Background: an optimization exercise with open tools, aiming at small area, a short achievable clock period and few clock cycles per item. Do not read the settings as production practice. At most, simulation tests tie the RTL to the original design; equivalence was not proved.

==> branch xenon <==
## f32_mult
module f32_mult (
  input logic clk, rst_n,
  input logic [31:0] a, b,
  input logic start,
  output logic done,
  output logic [31:0] p
);
function automatic logic [4:0] lzc24(input logic [23:0] x);
  lzc24 = 5'd23;
  for (int i = 0; i < 24; i++)
    if (x[i]) lzc24 = 5'(23 - i);
endfunction
function automatic logic [4:0] tzc24(input logic [23:0] x);
  tzc24 = 5'd23;
  for (int i = 23; i >= 0; i--)
    if (x[i]) tzc24 = 5'(i);
endfunction
logic s_r;
logic a_ez, b_ez, a_fz, b_fz, a_emax, b_emax;
logic a_nan, b_nan, a_inf, b_inf, a_zero, b_zero, a_den, b_den;
assign s_r    = a[31] ^ b[31];
assign a_ez   = (a[30:23] == 8'h00);
assign b_ez   = (b[30:23] == 8'h00);
assign a_fz   = (a[22:0] == 23'h0);
assign b_fz   = (b[22:0] == 23'h0);
assign a_emax = (a[30:23] == 8'hFF);
assign b_emax = (b[30:23] == 8'hFF);
assign a_nan  = a_emax & ~a_fz;
assign b_nan  = b_emax & ~b_fz;
assign a_inf  = a_emax & a_fz;
assign b_inf  = b_emax & b_fz;
assign a_zero = a_ez & a_fz;
assign b_zero = b_ez & b_fz;
assign a_den  = a_ez & ~a_fz;
assign b_den  = b_ez & ~b_fz;
logic [23:0] m_a, m_b;
logic [8:0] x_sum;
assign m_a = {~a_ez, a[22:0]};
assign m_b = {~b_ez, b[22:0]};
assign x_sum = {1'b0, a[30:24], a[23] | a_ez} + {1'b0, b[30:24], b[23] | b_ez};
logic [47:0] prod;
f32_mult_mul24 u_mul (.x(m_a), .y(m_b), .prod(prod));
logic [5:0] lz, tz;             
logic nr;                       
logic [9:0] c_sh;               
logic [5:0] sh;                 
logic [8:0] e_base;
assign lz = {1'b0, lzc24(a_ez ? m_a : m_b)};
  ...
Settings: LEC_CHECK=0, ABC_AREA=1, CAP_MARGIN=20, CORE_MARGIN=2, CORE_UTILIZATION=40, PLACE_DENSITY=0.85, SETUP_SLACK_MARGIN=1.5, SLEW_MARGIN=20, SYNTH_HIERARCHICAL=1, SYNTH_MINIMUM_KEEP_SIZE=0; clock period 12.0 ns.
standard.sh (not shown) runs the stock make flow with config.mk's settings and CLKGATE_MAP_FILE= SYNTH_SCRIPT=/design/flow/synth_recipe.tcl, a recipe that flattens the netlist after the stock synthesis.
==> flow/flow/run.sh <==
#!/bin/bash
# The standard layout, with the input/output port buffers made from plain
# buf cells (buffer_ports otherwise picks a slow delay cell for them).
set -euo pipefail
bash standard.sh "BUFFER_PORTS_ARGS=-buffer_cell sky130_fd_sc_hd__buf_4" finish > standard_flow.log 2>&1
==> branch juniper: changes against branch xenon <==
CAP_MARGIN = 8   (was 20)
PLACE_DENSITY = 0.75   (was 0.85)
SLEW_MARGIN = 8   (was 20)
==> notes <==
Against branch juniper, the count of clock-buffer cells in the layout of branch xenon is higher by 1. Via count: branch juniper is smaller than branch xenon (about 2.4%). Sequential share of layout area is about the same in branch juniper and branch xenon. Between branch xenon and branch juniper, the lower final area is in branch juniper (gap 0.86%, measured against branch juniper). Between branch xenon and branch juniper, the lower non-clock buffer count is in branch juniper (gap 14). Of branch xenon and branch juniper, branch xenon has the higher core utilization (gap 0.39 points).
==> figures <==
item	branch xenon	branch juniper
Fraction of standard cell area that is sequential	0.02778	0.02802
Max-slew headroom at the worst pin	0.2663	0.2007
# Post-CTS Setup Buffers	18	13
Layout-to-synthesis area ratio	1.1248x	1.1152x
Number of clock buffers in the layout	6	5
Number of antenna violations at the first check in global routing	1	0
Signal buf overhead	0.08073	0.07790
Non-clk bufs	235	221
Non-filler cells in the finished layout	3864	3844
Required @ worst endpoint	12220 ps	12180 ps
Status	finished clean	finished clean
Detailed-routed wire length on met3	12290 µm	11040 µm
Vias	23440	22880
Testbench counts of branch xenon, summed over its fixed seeds: cycles 12,000, ops 12,000.
Testbench counts of branch juniper, summed over its fixed seeds: cycles 12,000, ops 12,000.


==> inputs of run a <==
Another version of the RTL of f32_mult (not shown whole).
clock: 12.0 ns
lec_check: 0
abc_area: 1
cap_margin: 20
core_margin: 2
core_utilization: 40
place_density: 0.75
setup_slack_margin: 3.6
slew_margin: 20
synth_hierarchical: 1
synth_minimum_keep_size: 0
Scripts as last shown in full above: flow/flow/run.sh
==> run b (differences from run a) <==
--- a/flow/design.v
+++ b/flow/design.v
@@ -829,68 +829,59 @@
   assign hc39 = hc36;
   assign rx = {fc256, fc255, fc254, fc253, fc252, fc251, fc250, fc249, fc248, fc247, fc246, fc245, fc244, fc243, fc242, fc241, fc240, fc239, fc238, fc237, fc236, fc235, fc234, fc233, fc232, fc231, fc230, fc229, fc228, fc227, fc226, fc225, fc224, fc223, fc222, fc221, fc220, fc219, fc218, fc217, fc216, fc215, fc214, hc38, hc37, hs37, bp_0_1, bn0};
   assign ry = {hs39, fs256, fs255, fs254, fs253, fs252, fs251, fs250, fs249, fs248, fs247, fs246, fs245, fs244, fs243, fs242, fs241, fs240, fs239, fs238, fs237, fs236, fs235, fs234, fs233, fs232, fs231, fs230, fs229, fs228, fs227, fs226, fs225, fs224, fs223, fs222, fs221, fs220, fs219, fs218, fs217, fs216, fs215, fs214, hs38, bp_1_0, 1'b0, bp_0_0};
 logic [4:0] lz;
 logic [5:0] tz;
 assign lz = lzc24(a_ez ? m_a : m_b);
 assign tz = {1'b0, tzc24(m_a)} + {1'b0, tzc24(m_b)};
-logic nr;                       
-logic [9:0] c_sh;               
-logic [5:0] sh;                 
-logic [8:0] e_base;
-assign c_sh = 10'd151 - {1'b0, x_sum};
-assign nr = {1'b0, x_sum} >= 10'd128 + {5'b0, lz};
-assign e_base = x_sum - 9'd128 - {4'b0, lz};
-always_comb begin
-  if (nr)
-    sh = 6'd23 - {1'b0, lz};
-  else if (c_sh[9:6] != 4'd0)
-    sh = 6'd63;
-  else
-    sh = c_sh[5:0];
-end
-logic [3:0] d0, d1, d2;
-assign d0 = 4'b1 << sh[1:0];
-assign d1 = 4'b1 << sh[3:2];
-assign d2 = 4'b1 << sh[5:4];
 logic [47:0] gr, pr;
 assign gr = rx & ry;
 assign pr = rx ^ ry;
 logic sp_nan, sp_inf, sp_zero;
 logic [21:0] sp_pay;
 assign sp_nan  = a_nan | b_nan | ((a_inf | b_inf) & (a_zero | b_zero));
 assign sp_pay  = a_nan ? a[21:0] : b_nan ? b[21:0] : 22'h0;
 assign sp_inf  = a_inf | b_inf;
 assign sp_zero = a_zero | b_zero | (a_den & b_den);
 logic [47:0] g_q, p_q;
-logic [5:0] sh_q, tz_q;
-logic [3:0] d0_q, d1_q, d2_q;
-logic [8:0] e_base_q;
-logic nr_q;
+logic [8:0] x_sum_q;
+logic [4:0] lz_q;
+logic [5:0] tz_q;
 logic s_q, sp_nan_q, sp_inf_q, sp_zero_q;
 logic [21:0] sp_pay_q;
 always_ff @(posedge clk) begin
   g_q <= gr;
   p_q <= pr;
-  sh_q <= sh;
-  d0_q <= d0;
-  d1_q <= d1;
-  d2_q <= d2;
-  e_base_q <= e_base;
-  nr_q <= nr;
+  x_sum_q <= x_sum;
+  lz_q <= lz;
   tz_q <= tz;
   s_q <= s_r;
   sp_nan_q <= sp_nan;
   sp_inf_q <= sp_inf;
   sp_zero_q <= sp_zero;
   sp_pay_q <= sp_pay;
 end
+logic nr;                       
+logic [9:0] c_sh;               
+logic [5:0] sh;                 
+logic [8:0] e_base;
+assign c_sh = 10'd151 - {1'b0, x_sum_q};
+assign nr = {1'b0, x_sum_q} >= 10'd128 + {5'b0, lz_q};
+assign e_base = x_sum_q - 9'd128 - {4'b0, lz_q};
+always_comb begin
+  if (nr)
+    sh = 6'd23 - {1'b0, lz_q};
+  else if (c_sh[9:6] != 4'd0)
+    sh = 6'd63;
+  else
+    sh = c_sh[5:0];
+end
 logic st0, st1;
-assign st1 = {1'b0, tz_q} < {1'b0, sh_q};
-assign st0 = {1'b0, tz_q} + 7'd1 < {1'b0, sh_q};
+assign st1 = {1'b0, tz_q} < {1'b0, sh};
+assign st0 = {1'b0, tz_q} + 7'd1 < {1'b0, sh};
 logic [47:0] prod;
   logic [48:0] sum;
   logic [48:0] g0, p0;
   assign g0 = {g_q, 1'b0};
   assign p0 = {p_q, 1'b0};
   logic cg0, cp0;
   assign cg0 = g0[1] | (p0[1] & g0[0]);
@@ -1383,52 +1374,56 @@
 logic guard, sticky, round_up;
 logic [8:0] e1, e2;
 logic [8:0] e_pre;
 logic ovf;
 logic [30:0] rounded;
 logic [22:0] ones;
 logic [8:0] e_pre1;
+logic [3:0] d0, d1, d2;
 logic [95:0] v0;
 logic [40:0] v1;
 logic [28:0] v2;
+assign d0 = 4'b1 << sh[1:0];
+assign d1 = 4'b1 << sh[3:2];
+assign d2 = 4'b1 << sh[5:4];
 assign v0 = {47'b0, prod, 1'b0};
 always_comb begin
   for (int i = 0; i < 41; i++)
-    v1[i] = (d2_q[0] & v0[i]) | (d2_q[1] & v0[i + 16]) | (d2_q[2] & v0[i + 32]) | (d2_q[3] & v0[i + 48]);
+    v1[i] = (d2[0] & v0[i]) | (d2[1] & v0[i + 16]) | (d2[2] & v0[i + 32]) | (d2[3] & v0[i + 48]);
   for (int i = 0; i < 29; i++)
-    v2[i] = (d1_q[0] & v1[i]) | (d1_q[1] & v1[i + 4]) | (d1_q[2] & v1[i + 8]) | (d1_q[3] & v1[i + 12]);
+    v2[i] = (d1[0] & v1[i]) | (d1[1] & v1[i + 4]) | (d1[2] & v1[i + 8]) | (d1[3] & v1[i + 12]);
   for (int i = 0; i < 26; i++)
-    win[i] = (d0_q[0] & v2[i]) | (d0_q[1] & v2[i + 1]) | (d0_q[2] & v2[i + 2]) | (d0_q[3] & v2[i + 3]);
+    win[i] = (d0[0] & v2[i]) | (d0[1] & v2[i + 1]) | (d0[2] & v2[i + 2]) | (d0[3] & v2[i + 3]);
 end
 assign top = win[25];
-assign e1 = e_base_q + 9'd1;
-assign e2 = e_base_q + 9'd2;
+assign e1 = e_base + 9'd1;
+assign e2 = e_base + 9'd2;
 always_comb begin
   if (top) begin
     mant = win[25:2];
     guard = win[1];
     sticky = st1;
   end else begin
     mant = win[24:1];
     guard = win[0];
     sticky = st0;
   end
-  if (!nr_q)
+  if (!nr)
     e_pre1 = {8'b0, mant[23]} + 9'd1;
   else if (top)
     e_pre1 = e2 + 9'd1;
   else
     e_pre1 = e1 + 9'd1;
-  if (!nr_q)
+  if (!nr)
     e_pre = {8'b0, mant[23]};
   else if (top)
     e_pre = e2;
   else
     e_pre = e1;
-  ovf = nr_q & (e_pre >= 9'd255);
+  ovf = nr & (e_pre >= 9'd255);
 end
 logic [22:0] po [0:5];
 always_comb begin
   po[0] = mant[22:0];
   for (int l = 0; l < 5; l++)
     for (int i = 0; i < 23; i++)
       if ((i >> l) & 1)
Settings changed: SETUP_SLACK_MARGIN 3.6 to 5.0.
==> run c (differences from run a) <==
Settings changed: SETUP_SLACK_MARGIN 3.6 to 4.0.
==> run notes <==
PostCTS Resize Cnt: run c 2; run b 189; run a 0
Worst hold slack across all endpoints: run c 1710 ps; run b 1720 ps; run a 1710 ps
Layout inverter count without the clock tree: run c 276; run b 285; run a 276
Worst Path Max Fanout: run c 14; run b 8; run a 25
Overall routed net length: run c 84,400 um; run b 86,600 um; run a 84,300 um
Global-route wire length before repair: run c 129,000 um; run b 131,000 um; run a 129,000 um
Detailed route wirelength on metal3: run c 10,300 um; run b 9650 um; run a 10,400 um
Final Util: run c 0.437; run b 0.475; run a 0.436
Area fraction in and, or, nand and nor cells after synthesis: run c 0.244; run b 0.256; run a 0.244
Worst slack at placement: run c 4150 ps; run b 4210 ps; run a 4150 ps
Combined area of the multi-input logic cells: run c 18,600 um^2; run b 19,800 um^2; run a 18,500 um^2
Outcome: run c complete, no violations; run b complete, no violations; run a complete, no violations
Met2 Resource Use GR: run c 0.435; run b 0.442; run a 0.434
Highest layer used for signal routing: run c met4; run b met5; run a met4
Fraction of area in multi-input gates: run c 0.734; run b 0.722; run a 0.733
Critical Path Source: run c p_q[8]$_DFF_P_; run b p_q[12]$_DFF_P_; run a p_q[8]$_DFF_P_
Number of buffers added for setup after CTS: run c 0; run b 78; run a 0
Total nets after synthesis: run c 3,668; run b 3,658; run a 3,668
Testbench counts of run a, summed over its fixed seeds: cycles 12,000, ops 12,000.
Testbench counts of run c, summed over its fixed seeds: cycles 12,000, ops 12,000.
Only the layout flow was run in run b; the RTL was not checked for function there.

==> what the ideal ports hide <==
How much do the figures lean on ideal ports? The routed layouts below were timed once more, with nothing changed but the port constraints. Step 1 assumes that a clkbuf_16 drives the clock port and a buf_2 every other input. Step 2, shift: input delay + t, output delay - t, t = (earliest + latest rising clock arrival at the registers) / 2. This alone moves slack from input paths to output paths. Three values: no drivers, after step 1, after step 2; two values: the first two.
| run | shift t [ns] | setup WS [ns] | hold slack, ns | worst setup path after step 2 |
|---|---|---|---|---|
| branch xenon | 0.318 | 1.657 / 1.653 / 1.335 | 1.881 / 1.880 / 2.198 | input to register |
| branch juniper | 0.331 | 1.723 / 1.715 / 1.384 | 1.868 / 1.887 / 2.218 | input to register |
| run a | 0.509 | 4.064 / 4.002 / 4.068 | 1.706 / 1.669 / 2.178 | input to register |
| run b | 0.494 | 4.654 / 4.597 / 4.609 | 1.720 / 1.691 / 2.185 | input to register |
| run c | 0.505 | 4.409 / 4.347 / 4.090 | 1.709 / 1.673 / 2.178 | input to register |
After both steps every run listed still meets setup and hold. The setup slack of branch juniper, which loses most, moves by -0.008 ns with the drivers and by -0.339 ns with both steps.
